This is an optimization exercise on Yosys and OpenROAD, whose aim is small area, not a production implementation.
The RTL was checked by simulation tests, not by an equivalence proof against the original design.
No activity file was given, so power comes from the tool's default toggle rates.

==> inputs of 07-23 <==
## pid
module pid (
	input clk,
	input res,
	input c_active,
	input kp_active,
	input ki_active,
	input kd_active,
	input inc_up,
	input inc_dn,
	input motor_rot_pulse,
	output disp_rs,
	output disp_rw,
	output disp_en,
	output display_on,
	output [7:0]disp_data,
	output [6:0]seg7_k,
	output [6:0]seg7_eq,
	output [6:0]seg7_thousands,
	output [6:0]seg7_hundreds,
	output [6:0]seg7_tens,
	output [6:0]seg7_ones,
	output velocity_command_pulse,
	output [15:0]command_speed_out
);
Settings: LEC_CHECK=0, CAP_MARGIN=20, CORE_MARGIN=2, CORE_UTILIZATION=40, SLEW_MARGIN=20, SYNTH_HIERARCHICAL=1; clock period 60.0 ns.
run.sh (not shown) runs the stock make flow with config.mk's settings and CLKGATE_MAP_FILE= SYNTH_SCRIPT=/design/flow/synth_recipe.tcl, a recipe that flattens the netlist after the stock synthesis.
==> 06-13: changes against 07-23 <==
--- a/flow/design.v
+++ b/flow/design.v
@@ -620,32 +620,32 @@
   rca #(15) sub_1 (.a(e0n), .b(~e0), .ci(1'b1), .s(d1n));
   rca #(15) sub_2 (.a(d1n), .b(~d1), .ci(1'b1), .s(d2n));
   wire [26:0] sacc;                
   pid_mac mac (.kp(kp_d), .ki(ki_d), .kd(kd_d), .d1(d1), .e0(e0), .d2(d2), .s(sacc));
   wire sgn = sacc[26];
   wire [25:0] am = sacc[25:0] ^ {26{sgn}};
   reg [12:0] quo;
   reg [10:0] rr;
-  reg [10:0] rd;
-  reg bw;
+  reg [11:0] bw;
+  reg ge;
   integer i, j;
   localparam [10:0] D625 = 11'd625;
   always @(*) begin
     rr = 11'd0;
     quo = 13'd0;
     for (i = 21; i >= 0; i = i - 1) begin
       rr = {rr[9:0], am[i + 4]};
-      bw = 1'b0;
-      for (j = 0; j < 11; j = j + 1) begin
-        rd[j] = rr[j] ^ D625[j] ^ bw;
-        bw = D625[j] ? (~rr[j] | bw) : (~rr[j] & bw);
-      end
-      if (!bw) rr = rd;
-      if (i < 13) quo[i] = ~bw;
+      bw[0] = 1'b0;
+      for (j = 0; j < 11; j = j + 1)
+        bw[j+1] = D625[j] ? (~rr[j] | bw[j]) : (~rr[j] & bw[j]);
+      ge = ~bw[11];
+      for (j = 0; j < 11; j = j + 1)
+        rr[j] = rr[j] ^ (ge & (D625[j] ^ bw[j]));
+      if (i < 13) quo[i] = ge;
     end
   end
   wire bump = (rr[9:0] == 10'd624) & (&am[3:0]);
   wire [15:0] cmdn;
   rca #(16) add_c (.a(prv), .b({{3{sgn}}, quo ^ {13{sgn}}}), .ci(sgn & ~bump), .s(cmdn));
   always @(posedge clk) begin
     if (!res) begin
       e0 <= 15'd0; d1 <= 15'd0; d2 <= 15'd0;
@@ -696,26 +696,34 @@
       vcmd <= 16'd0; vfb <= 10'd0;
     end else if (ui_tick) begin
       vcmd <= cmd; vfb <= fb;
     end
   end
   wire vsel_fb = idx[5];           
   wire vneg = ~vsel_fb & vcmd[15];
   wire [15:0] vval = vsel_fb ? {6'd0, vfb} : vcmd;
-  wire [15:0] vmag = vneg ? (~vval + 16'd1) : vval;
+  wire [15:0] vmag = (vval ^ {16{vneg}}) + {15'd0, vneg};
+  function [3:0] add3(input [3:0] d);
+    begin
+      add3[3] = d[3] | (d[2] & (d[1] | d[0]));
+      add3[2] = (d[2] & ~d[1] & ~d[0]) | (d[3] & d[0]);
+      add3[1] = (~d[2] & d[1]) | (d[1] & d[0]) | (d[3] & ~d[0]);
+      add3[0] = (~d[3] & ~d[2] & d[0]) | (d[2] & d[1] & ~d[0]) | (d[3] & ~d[0]);
+    end
+  endfunction
   reg [35:0] z;
   integer bi;
   always @(*) begin
     z = {20'd0, vmag};
     for (bi = 0; bi < 16; bi = bi + 1) begin
-      if (z[19:16] > 4'd4) z[19:16] = z[19:16] + 4'd3;
-      if (z[23:20] > 4'd4) z[23:20] = z[23:20] + 4'd3;
-      if (z[27:24] > 4'd4) z[27:24] = z[27:24] + 4'd3;
-      if (z[31:28] > 4'd4) z[31:28] = z[31:28] + 4'd3;
+      z[19:16] = add3(z[19:16]);
+      z[23:20] = add3(z[23:20]);
+      z[27:24] = add3(z[27:24]);
+      z[31:28] = add3(z[31:28]);
       z = z << 1;
     end
   end
   wire [3:0] thou4 = {z[32], 3'b000} + {1'b0, z[33:32], 1'b0} + z[31:28];  
   wire [3:0] vdig = (idx == 6'd15 || idx == 6'd32) ? thou4 :
                     (idx == 6'd16 || idx == 6'd33) ? z[27:24] :
                     (idx == 6'd17 || idx == 6'd34) ? z[23:20] : z[19:16];
   wire [3:0] vdig_s = vneg ? (4'd0 - vdig) : vdig;
- ABC_AREA: default -> 1
- ABC_CLOCK_PERIOD_IN_PS: default -> 60000
==> 06-02: changes against 07-23 <==
--- a/flow/design.v
+++ b/flow/design.v
@@ -620,32 +620,32 @@
   rca #(15) sub_1 (.a(e0n), .b(~e0), .ci(1'b1), .s(d1n));
   rca #(15) sub_2 (.a(d1n), .b(~d1), .ci(1'b1), .s(d2n));
   wire [26:0] sacc;                
   pid_mac mac (.kp(kp_d), .ki(ki_d), .kd(kd_d), .d1(d1), .e0(e0), .d2(d2), .s(sacc));
   wire sgn = sacc[26];
   wire [25:0] am = sacc[25:0] ^ {26{sgn}};
   reg [12:0] quo;
   reg [10:0] rr;
-  reg [10:0] rd;
-  reg bw;
+  reg [11:0] bw;
+  reg ge;
   integer i, j;
   localparam [10:0] D625 = 11'd625;
   always @(*) begin
     rr = 11'd0;
     quo = 13'd0;
     for (i = 21; i >= 0; i = i - 1) begin
       rr = {rr[9:0], am[i + 4]};
-      bw = 1'b0;
-      for (j = 0; j < 11; j = j + 1) begin
-        rd[j] = rr[j] ^ D625[j] ^ bw;
-        bw = D625[j] ? (~rr[j] | bw) : (~rr[j] & bw);
-      end
-      if (!bw) rr = rd;
-      if (i < 13) quo[i] = ~bw;
+      bw[0] = 1'b0;
+      for (j = 0; j < 11; j = j + 1)
+        bw[j+1] = D625[j] ? (~rr[j] | bw[j]) : (~rr[j] & bw[j]);
+      ge = ~bw[11];
+      for (j = 0; j < 11; j = j + 1)
+        rr[j] = rr[j] ^ (ge & (D625[j] ^ bw[j]));
+      if (i < 13) quo[i] = ge;
     end
   end
   wire bump = (rr[9:0] == 10'd624) & (&am[3:0]);
   wire [15:0] cmdn;
   rca #(16) add_c (.a(prv), .b({{3{sgn}}, quo ^ {13{sgn}}}), .ci(sgn & ~bump), .s(cmdn));
   always @(posedge clk) begin
     if (!res) begin
       e0 <= 15'd0; d1 <= 15'd0; d2 <= 15'd0;
@@ -696,26 +696,34 @@
       vcmd <= 16'd0; vfb <= 10'd0;
     end else if (ui_tick) begin
       vcmd <= cmd; vfb <= fb;
     end
   end
   wire vsel_fb = idx[5];           
   wire vneg = ~vsel_fb & vcmd[15];
   wire [15:0] vval = vsel_fb ? {6'd0, vfb} : vcmd;
-  wire [15:0] vmag = vneg ? (~vval + 16'd1) : vval;
+  wire [15:0] vmag = (vval ^ {16{vneg}}) + {15'd0, vneg};
+  function [3:0] add3(input [3:0] d);
+    begin
+      add3[3] = d[3] | (d[2] & (d[1] | d[0]));
+      add3[2] = (d[2] & ~d[1] & ~d[0]) | (d[3] & d[0]);
+      add3[1] = (~d[2] & d[1]) | (d[1] & d[0]) | (d[3] & ~d[0]);
+      add3[0] = (~d[3] & ~d[2] & d[0]) | (d[2] & d[1] & ~d[0]) | (d[3] & ~d[0]);
+    end
+  endfunction
   reg [35:0] z;
   integer bi;
   always @(*) begin
     z = {20'd0, vmag};
     for (bi = 0; bi < 16; bi = bi + 1) begin
-      if (z[19:16] > 4'd4) z[19:16] = z[19:16] + 4'd3;
-      if (z[23:20] > 4'd4) z[23:20] = z[23:20] + 4'd3;
-      if (z[27:24] > 4'd4) z[27:24] = z[27:24] + 4'd3;
-      if (z[31:28] > 4'd4) z[31:28] = z[31:28] + 4'd3;
+      z[19:16] = add3(z[19:16]);
+      z[23:20] = add3(z[23:20]);
+      z[27:24] = add3(z[27:24]);
+      z[31:28] = add3(z[31:28]);
       z = z << 1;
     end
   end
   wire [3:0] thou4 = {z[32], 3'b000} + {1'b0, z[33:32], 1'b0} + z[31:28];  
   wire [3:0] vdig = (idx == 6'd15 || idx == 6'd32) ? thou4 :
                     (idx == 6'd16 || idx == 6'd33) ? z[27:24] :
                     (idx == 6'd17 || idx == 6'd34) ? z[23:20] : z[19:16];
   wire [3:0] vdig_s = vneg ? (4'd0 - vdig) : vdig;
==> flow/flow/run.sh (new file) <==
#!/bin/bash
# Layout flow: the standard synthesis, then the combinational logic of the
# synthesized netlist is re-mapped by ABC for area (registers, full/half adders and
# tie cells are kept as they are), then the standard layout from the netlist on.
set -euo pipefail
HERE=$(pwd)
RES=$HERE/orfs/results/$FLOW_PLATFORM/pid/base
LIB=$FLOW_HOME/platforms/$FLOW_PLATFORM/lib/sky130_fd_sc_hd__tt_025C_1v80.lib

# 1. standard synthesis up to the Yosys netlist
bash standard.sh "$RES/1_2_yosys.v" > synth.log 2>&1
cp "$RES/1_2_yosys.v" "$HERE/1_2_yosys_standard.v"

# 2. area re-mapping of the combinational logic
DONT_USE=""
for c in $(sed -n '/^export DONT_USE_CELLS/,/^$/p' "$FLOW_HOME/platforms/$FLOW_PLATFORM/config.mk" | grep -o 'sky130_fd_sc_hd__[a-z0-9_]*'); do
  DONT_USE="$DONT_USE -dont_use $c"
done
cat > remap.abc <<'A'
strash
&get -n
&deepsyn -T 120
&put
dch -f
amap
topo
A
cat > remap.ys <<Y
read_liberty -ignore_miss_func $LIB
blackbox sky130_fd_sc_hd__dfxtp_1 sky130_fd_sc_hd__fa_1 sky130_fd_sc_hd__ha_1 sky130_fd_sc_hd__conb_1
read_verilog $HERE/1_2_yosys_standard.v
hierarchy -top $FLOW_TOP
flatten
opt_clean
abc -liberty $LIB -script $HERE/remap.abc $DONT_USE
opt_clean -purge
read_liberty -lib -ignore_miss_func $LIB
splitnets
opt_clean -purge
hilomap -singleton -hicell sky130_fd_sc_hd__conb_1 HI -locell sky130_fd_sc_hd__conb_1 LO
insbuf -buf sky130_fd_sc_hd__buf_4 A X
check -assert
tee -o $HERE/remap_stat.txt stat -liberty $LIB
write_verilog -noattr -nohex -nodec $HERE/1_2_yosys_remap.v
Y
YOSYS=$FLOW_HOME/../tools/install/yosys/bin/yosys
if "$YOSYS" -s remap.ys > remap.log 2>&1 && [[ -s "$HERE/1_2_yosys_remap.v" ]]; then
  cp "$HERE/1_2_yosys_remap.v" "$RES/1_2_yosys.v"
  touch "$RES/1_2_yosys.v"
else
  echo "remap failed; keeping the standard netlist" >> remap.log
fi

# 3. standard layout from the re-mapped netlist
bash standard.sh finish > layout.log 2>&1
==> flow/standard.sh (new file) <==
#!/bin/bash
# synth_recipe.tcl (not shown) runs the flow's synth.tcl, then flattens the netlist and writes it again
# the make line also repeats each setting of config.mk as NAME=value (left out here)
make -C /OpenROAD-flow-scripts/flow DESIGN_CONFIG=/design/flow/config.mk WORK_HOME=/design/flow/orfs CLKGATE_MAP_FILE= SYNTH_SCRIPT=/design/flow/synth_recipe.tcl "${@:-finish}"
- ABC_AREA: default -> 1
- ABC_CLOCK_PERIOD_IN_PS: default -> 60000
removed: flow/run.sh
==> run summary <==
quantity                                                                  06-02                 07-23                 06-13
Internal reg-to-reg setup slack                                        17.47 ns              11.89 ns              25.78 ns
CP arrival                                                             42.94 ns              48.57 ns              34.71 ns
Die span in x                                                            273 um                308 um                291 um
Startpoint of the worst setup timing path                  kd_d[0]$_SDFFE_PN0P_  kp_d[0]$_SDFFE_PN0P_  kd_d[2]$_SDFFE_PN0P_
Top Consumer                                                   sequential cells     the clock network      sequential cells
Final Util                                                                45.0%                 43.2%                 43.5%
Seq pwr share                                                             47.1%                 45.7%                 44.8%
Area fraction of clock buffers and clock inverters                        3.59%                 3.18%                 3.53%
Post-Route M1 WL                                                       36600 um              45700 um              40700 um
Inverters, non-clock                                                        459                   242                   756
Slowest cell on the critical path                                       dfxtp_1              a211oi_2               dfxtp_1
Result of the run                                                finished clean        finished clean        finished clean
Number of tapcells                                                          950                  1186                  1070
Most instantiated library cell after synthesis                                -               nand2_1               nand2_1
Stage delay of the slowest cell on the critical path                    0.83 ns               0.80 ns               0.99 ns
Share of post-route cells with drive strength above 1                     2.39%                 6.83%                 4.51%
Final weighted congestion in routability-driven placement                 0.926                 0.930                 0.933
Starting density of the core                                              40.5%                 40.3%                 40.2%
Power consumed by sequential cells                                       236 uW                229 uW                245 uW
Initial antenna violation count                                               0                     1                     0
Launch instance of the worst register-to-register path     kd_d[0]$_SDFFE_PN0P_  kp_d[0]$_SDFFE_PN0P_  kd_d[2]$_SDFFE_PN0P_
Reg clk slew, reported paths                                            0.07 ns               0.06 ns               0.06 ns
Worst Setup Slack, final                                               17.47 ns              11.89 ns              25.78 ns
Pin count of the biggest net entering global routing                         70                    93                    90
Cell total after placement                                                 4489                  5266                  5418

-- re-timing with driven ports --
How much do the figures lean on ideal ports? The routed layouts below were timed once more, with nothing changed but the port constraints.
Step 1 sets driving cells, clkbuf_16 on the clock port and buf_2 on the other inputs (assumed; they add their load-dependent delay and slew).
Step 2, shift: input delay + t, output delay - t, t = (earliest + latest rising clock arrival at the registers) / 2. This alone moves slack from input paths to output paths.
a / b / c = ideal ports / drivers / drivers and shift; a / b = the first two.
run | shift t [ns] | setup slack, ns | worst setup path at the end | slew at the worst register clock pin (ns) | worst data-port slew with drivers (ns)
07-23 | 0.625 | 11.892 / 11.891 / 11.891 | register to register | 0.08 / 0.08 | 0.07
06-13 | 0.600 | 25.782 / 25.782 / 25.782 | register to register | 0.06 / 0.06 | 0.07
06-02 | 0.615 | 17.471 / 17.471 / 17.471 | register to register | 0.07 / 0.07 | 0.04
After both steps every run listed still meets setup and hold. For 07-23, which loses most, drivers alone change the setup slack by -0.001 ns; drivers and shift together by -0.001 ns.
